This is an optimization exercise on Yosys and OpenROAD, whose aim is small area and few clock cycles, not a production implementation.
Function was checked by simulation only, so behaviour that the tests miss may differ from the original.
The clock input has no modelled driver; a real chip could not lean on it and would need a root buffer or a full tree.
Power is estimated from default activity; no workload was simulated.

## diff2d
module diff2d(i_clk, i_reset, i_data, i_start, o_datax, o_datay, o_address, o_Dx_addr, o_DyValid, o_DxValid, o_bussy);
  parameter WIDTH = 32, ADD_W = 12;
  localparam H = WIDTH/2;
  input  wire                      i_clk;
  input  wire                      i_reset;
  input  wire signed [(WIDTH-1):0] i_data;
  input  wire                      i_start;
  output wire signed [(WIDTH-1):0] o_datax;
  output wire signed [(WIDTH-1):0] o_datay;
  output wire        [(ADD_W-1):0] o_address;
  output wire        [(ADD_W-1):0] o_Dx_addr;
  output wire                      o_DyValid;
  output wire                      o_DxValid;
  output wire                      o_bussy;
  reg  [5:0]  r_x;
  reg  [5:0]  r_y;
  reg         r_phase;   
  reg         r_run;     
  reg         r_dv;      
  reg         r_ov;      
  reg  [(H-1):0]     r_nprev_lo;   
  reg  [(WIDTH-1):H] r_nprev_hi;   
  reg  [(WIDTH-1):H] r_data_hi;
  reg  [(H-1):0]     r_diff_lo;
  reg                r_carry;
  wire        x_zero = (r_x == 6'd0);
  wire [5:0]  n_x = r_x + 6'd1;                        
  wire [5:0]  n_y = r_y + {5'd0, x_zero};
  wire [5:0]  a_y = r_y + {4'd0, x_zero & r_phase, x_zero ^ r_phase};
  wire        last = r_phase & r_dv & (&r_x) & (&r_y);
  wire        ld = r_phase | x_zero;
  ...
export LEC_CHECK = 0
export CAP_MARGIN = 20
export CORE_MARGIN = 2
export CORE_UTILIZATION = 70
export SLEW_MARGIN = 20
create_clock -name core_clock -period 10.0 [get_ports {i_clk}]
standard.sh (not shown) runs the stock make flow with config.mk's settings and CLKGATE_MAP_FILE= SYNTH_SCRIPT=/design/flow/synth_recipe.tcl, a recipe that flattens the netlist after the stock synthesis.
==> flow/flow/run.sh <==
#!/bin/bash
# The standard layout, with the smallest buffer on each port and a clock tree
# without dummy balancing loads. make's full output goes to flow.log.
set -euo pipefail
export BUFFER_PORTS_ARGS="-buffer_cell sky130_fd_sc_hd__buf_1"
export CTS_ARGS="-sink_clustering_enable -repair_clock_nets -dont_use_dummy_load -buf_list sky130_fd_sc_hd__clkbuf_8 -sink_clustering_size 100 -sink_clustering_max_diameter 500"
bash standard.sh > flow.log 2>&1
Testbench counts at the start, summed over its fixed seeds: cycles 196,680.
Then changed:
==> flow/flow/run.sh (replaced) <==
#!/bin/bash
# The standard layout, with the smallest buffer on each port and a clock tree
# of one buffer (flow/pre_cts.tcl). make's full output goes to flow.log.
set -euo pipefail
export BUFFER_PORTS_ARGS="-buffer_cell sky130_fd_sc_hd__buf_1"
export PRE_CTS_TCL="$PWD/flow/pre_cts.tcl"
export CLOCK_ROOT_BUF=sky130_fd_sc_hd__clkbuf_16
bash standard.sh > flow.log 2>&1
==> flow/flow/pre_cts.tcl (new file) <==
# Clock tree: a single clock buffer, placed at the centre of the registers,
# drives every register's clock pin; the clock port drives only that buffer.
set xs 0
set ys 0
set n 0
foreach inst [[ord::get_db_block] getInsts] {
  if { [[$inst getMaster] isSequential] } {
    set bb [$inst getBBox]
    set xs [expr { $xs + ([$bb xMin] + [$bb xMax]) / 2.0 }]
    set ys [expr { $ys + ([$bb yMin] + [$bb yMax]) / 2.0 }]
    incr n
  }
}
set dbu [[ord::get_db_tech] getDbUnitsPerMicron]
set cx [expr { $xs / $n / $dbu }]
set cy [expr { $ys / $n / $dbu }]
puts "clock root buffer for $n registers at ($cx, $cy)"
insert_buffer -buffer_cell $::env(CLOCK_ROOT_BUF) -net i_clk \
  -location [list $cx $cy] -buffer_name clkbuf_root -net_name clknet_root
[[ord::get_db_block] findNet clknet_root] setSigType CLOCK
# the tree is built: clock_tree_synthesis has nothing left to do
proc clock_tree_synthesis { args } {
  puts "clock_tree_synthesis skipped: the clock tree is the single buffer clkbuf_root"
}
Result:
- With this change the flow ended with an error in clock tree synthesis (4_1_cts)
- area after synthesis stays the same
- synthesized cell count does not change

run 1:
diff2d, a different RTL version from the one above (not shown whole).
For scale: about 250 cells after synthesis, about 130 I/O pins.
Settings: LEC_CHECK=0, CAP_MARGIN=20, CORE_MARGIN=2, CORE_UTILIZATION=70, SLEW_MARGIN=20; clock period 10.0 ns.
==> flow/flow/run.sh <==
#!/bin/bash
# The standard layout, with the smallest buffer on each port and a two-level
# clock tree built by flow/pre_cts.tcl. make's full output goes to flow.log.
set -euo pipefail
export BUFFER_PORTS_ARGS="-buffer_cell sky130_fd_sc_hd__buf_1"
export PRE_CTS_TCL="$PWD/flow/pre_cts.tcl"
export CLOCK_LEAVES=7
export CLOCK_LEAF_BUF=sky130_fd_sc_hd__clkbuf_4
export CLOCK_ROOT_BUF=sky130_fd_sc_hd__clkbuf_2
bash standard.sh > flow.log 2>&1
==> flow/flow/pre_cts.tcl <==
# Clock tree built by hand: the registers are split into CLOCK_LEAVES groups by
# position (cutting alternately along x and y); a leaf buffer at each group's
# centre drives that group's clock pins, and a root buffer at the centre of the
# leaves drives the leaves. The clock port drives only the root buffer.
set blk [ord::get_db_block]
set clk [$blk findNet i_clk]

proc centre { iterms } {
  set xs 0.0
  set ys 0.0
  foreach it $iterms {
    set bb [[$it getInst] getBBox]
    set xs [expr { $xs + ([$bb xMin] + [$bb xMax]) / 2.0 }]
    set ys [expr { $ys + ([$bb yMin] + [$bb yMax]) / 2.0 }]
  }
  set n [llength $iterms]
  return [list [expr { int($xs / $n) }] [expr { int($ys / $n) }]]
}

proc split_groups { iterms k axis } {
  if { $k <= 1 } { return [list $iterms] }
  set keyed {}
  foreach it $iterms {
    set bb [[$it getInst] getBBox]
    if { $axis == 0 } { set key [expr { [$bb xMin] + [$bb xMax] }] } else { set key [expr { [$bb yMin] + [$bb yMax] }] }
    lappend keyed [list $key $it]
  }
  set sorted {}
  foreach p [lsort -integer -index 0 $keyed] { lappend sorted [lindex $p 1] }
  set k1 [expr { $k / 2 }]
  set h [expr { ([llength $sorted] * $k1 + $k / 2) / $k }]
  set a [lrange $sorted 0 [expr { $h - 1 }]]
  set b [lrange $sorted $h end]
  return [concat [split_groups $a $k1 [expr { 1 - $axis }]] \
                 [split_groups $b [expr { $k - $k1 }] [expr { 1 - $axis }]]]
}

proc add_buffer { blk master name netname driver_net loads } {
  set inst [odb::dbInst_create $blk $master $name]
  set net [odb::dbNet_create $blk $netname]
  $net setSigType CLOCK
  foreach it $loads {
    $it disconnect
    $it connect $net
  }
  [$inst findITerm X] connect $net
  [$inst findITerm A] connect $driver_net
  set c [centre $loads]
  set w [[$inst getMaster] getWidth]
  $inst setLocation [expr { [lindex $c 0] - $w / 2 }] [lindex $c 1]
  $inst setPlacementStatus PLACED
  return $inst
}

set sinks {}
foreach it [$clk getITerms] { lappend sinks $it }
set groups [split_groups $sinks $::env(CLOCK_LEAVES) 0]
set leaf_master [[ord::get_db] findMaster $::env(CLOCK_LEAF_BUF)]
set root_master [[ord::get_db] findMaster $::env(CLOCK_ROOT_BUF)]
set leaves {}
set k 0
foreach g $groups {
  set inst [add_buffer $blk $leaf_master clkbuf_leaf_$k clknet_leaf_$k $clk $g]
  puts "clock leaf $k: [llength $g] registers"
  lappend leaves [$inst findITerm A]
  incr k
}
add_buffer $blk $root_master clkbuf_root clknet_root $clk $leaves
puts "clock root drives $k leaves"

# the tree is built: clock_tree_synthesis has nothing left to do
proc clock_tree_synthesis { args } {
  puts "clock_tree_synthesis skipped: the clock tree was built by pre_cts.tcl"
}
Having completed the whole flow, run 1 delivered a layout that passed the timing, DRC and antenna checks.
Testbench counts of run 1, summed over its fixed seeds: cycles 196,680.
## Diff of input files: run 2 against run 1
# run 1
export LEC_CHECK = 0
export CAP_MARGIN = 20
export CORE_MARGIN = 2
export CORE_UTILIZATION = 70
export SLEW_MARGIN = 20
create_clock -name core_clock -period 10.0 [get_ports {i_clk}]
# run 2
export LEC_CHECK = 0
export CAP_MARGIN = 0
export CORE_MARGIN = 2
export CORE_UTILIZATION = 70
export SLEW_MARGIN = 0
create_clock -name core_clock -period 10.0 [get_ports {i_clk}]
--- a/flow/flow/run.sh
+++ b/flow/flow/run.sh
@@ -7 +7 @@
-export CLOCK_LEAVES=7
+export CLOCK_LEAVES=8
--- a/flow/flow/pre_cts.tcl
+++ b/flow/flow/pre_cts.tcl
@@ -2 +2 @@
-# position (cutting alternately along x and y); a leaf buffer at each group's
+# position (halving alternately along x and y); a leaf buffer at each group's
@@ -20,2 +20,2 @@
-proc split_groups { iterms k axis } {
-  if { $k <= 1 } { return [list $iterms] }
+proc split_groups { iterms levels axis } {
+  if { $levels == 0 } { return [list $iterms] }
@@ -25,2 +25,2 @@
-    if { $axis == 0 } { set key [expr { [$bb xMin] + [$bb xMax] }] } else { set key [expr { [$bb yMin] + [$bb yMax] }] }
-    lappend keyed [list $key $it]
+    if { $axis == 0 } { set k [expr { [$bb xMin] + [$bb xMax] }] } else { set k [expr { [$bb yMin] + [$bb yMax] }] }
+    lappend keyed [list $k $it]
@@ -30,2 +30 @@
-  set k1 [expr { $k / 2 }]
-  set h [expr { ([llength $sorted] * $k1 + $k / 2) / $k }]
+  set h [expr { [llength $sorted] / 2 }]
@@ -34,2 +33,2 @@
-  return [concat [split_groups $a $k1 [expr { 1 - $axis }]] \
-                 [split_groups $b [expr { $k - $k1 }] [expr { 1 - $axis }]]]
+  return [concat [split_groups $a [expr { $levels - 1 }] [expr { 1 - $axis }]] \
+                 [split_groups $b [expr { $levels - 1 }] [expr { 1 - $axis }]]]
@@ -57 +56,2 @@
-set groups [split_groups $sinks $::env(CLOCK_LEAVES) 0]
+set levels [expr { int(log($::env(CLOCK_LEAVES)) / log(2) + 0.5) }]
+set groups [split_groups $sinks $levels 0]
==> run summary <==
Wire length of the first global-routing pass: run 2 vs run 1, no meaningful difference
In terms of combined global-route utilization of all metal layers, run 2 and run 1 differ only marginally.
Number of nets in the finished design: run 2 vs run 1 — no meaningful difference
Going from run 1 to run 2, highest clock frequency the design can meet shrinks by 0.34%.
Run 2 leaves less setup margin than run 1.
Run 2 -> run 1: sequential share of layout area flat
Between run 1 and run 2, the row count does not differ in any meaningful way.
[diff] final period demand of the worst path, run 2 relative to run 1: regression
--- input diff run 2..run 3 ---
# run 2
export LEC_CHECK = 0
export CAP_MARGIN = 0
export CORE_MARGIN = 2
export CORE_UTILIZATION = 70
export SLEW_MARGIN = 0
create_clock -name core_clock -period 10.0 [get_ports {i_clk}]
# run 3
export LEC_CHECK = 0
export CAP_MARGIN = 20
export CORE_MARGIN = 2
export CORE_UTILIZATION = 70
export SLEW_MARGIN = 20
create_clock -name core_clock -period 10.0 [get_ports {i_clk}]
--- a/flow/flow/run.sh
+++ b/flow/flow/run.sh
@@ -7,2 +7,2 @@
-export CLOCK_LEAVES=8
-export CLOCK_LEAF_BUF=sky130_fd_sc_hd__clkbuf_4
+export CLOCK_LEAVES=4
+export CLOCK_LEAF_BUF=sky130_fd_sc_hd__clkbuf_8
Run 3 vs. run 2: final design instance area without fill held, register-to-register slack now sits at about the same level, clock power ~0 delta, total power was more or less identical.
Input-level comparison between run 4 and run 3:
# run 3
export LEC_CHECK = 0
export CAP_MARGIN = 20
export CORE_MARGIN = 2
export CORE_UTILIZATION = 70
export SLEW_MARGIN = 20
create_clock -name core_clock -period 10.0 [get_ports {i_clk}]
# run 4
export LEC_CHECK = 0
export CAP_MARGIN = 20
export CORE_MARGIN = 2
export CORE_UTILIZATION = 85
export SLEW_MARGIN = 20
create_clock -name core_clock -period 10.0 [get_ports {i_clk}]
--- a/flow/flow/run.sh
+++ b/flow/flow/run.sh
@@ -7,2 +7,2 @@
-export CLOCK_LEAVES=4
-export CLOCK_LEAF_BUF=sky130_fd_sc_hd__clkbuf_8
+export CLOCK_LEAVES=8
+export CLOCK_LEAF_BUF=sky130_fd_sc_hd__clkbuf_4
==> run summary <==
- First-pass GRT wire length: run 4 higher than run 3
- Run 4 against run 3; maximum frequency is down by a few percent.
- Run 4 reports a higher fraction of power spent switching nets than run 3 does.
- [run 4] die extent in y fell about 9% relative to run 3
- As far as buffering stage count on the worst path with inverters included goes, run 3 and run 4 are indistinguishable; the numbers are identical.
- The via count of the first global-routing pass in run 4 sits 48% above the value recorded for run 3.
- Measured against run 4, the layout filler cell count of run 3 comes out at 3.7 times the reference value.
- Compared with run 3, run 4 degrades net load switching power.
No run of this note takes its clock network from TritonCTS; it comes from the design's own scripts or RTL.

## afterwards: timing with drivers on the ports
How much do the figures lean on ideal ports? The routed layouts below were timed once more, with nothing changed but the port constraints.
Step 1 sets driving cells, clkbuf_16 on the clock port and buf_2 on the other inputs (assumed; they add their load-dependent delay and slew).
Step 2 adds t to the input delays and takes it off the output delays; t is the mean of the earliest and latest rising clock arrival at the registers after step 1. Input paths then give back, and output paths get back, about the clock's delay inside the block.
Three values: ideal ports, drivers, drivers and shift; two values: the first two.
run	shift t [ns]	setup slack, ns	worst setup path after step 2	slew at the worst register clock pin (ns)	cell pins on the clock port's net
the first run of note 1	0.364	1.012 / 0.983 / 1.347	register to output	0.08 / 0.08	1
run 1	0.468	0.659 / 0.636 / 1.103	register to output	0.12 / 0.12	1
run 2	0.488	0.627 / 0.603 / 1.092	register to output	0.10 / 0.10	1
run 3	0.433	0.678 / 0.655 / 1.088	register to output	0.12 / 0.12	1
run 4	0.520	0.177 / 0.152 / 0.672	register to output	0.12 / 0.12	1
After both steps setup and hold are still met in every run listed.
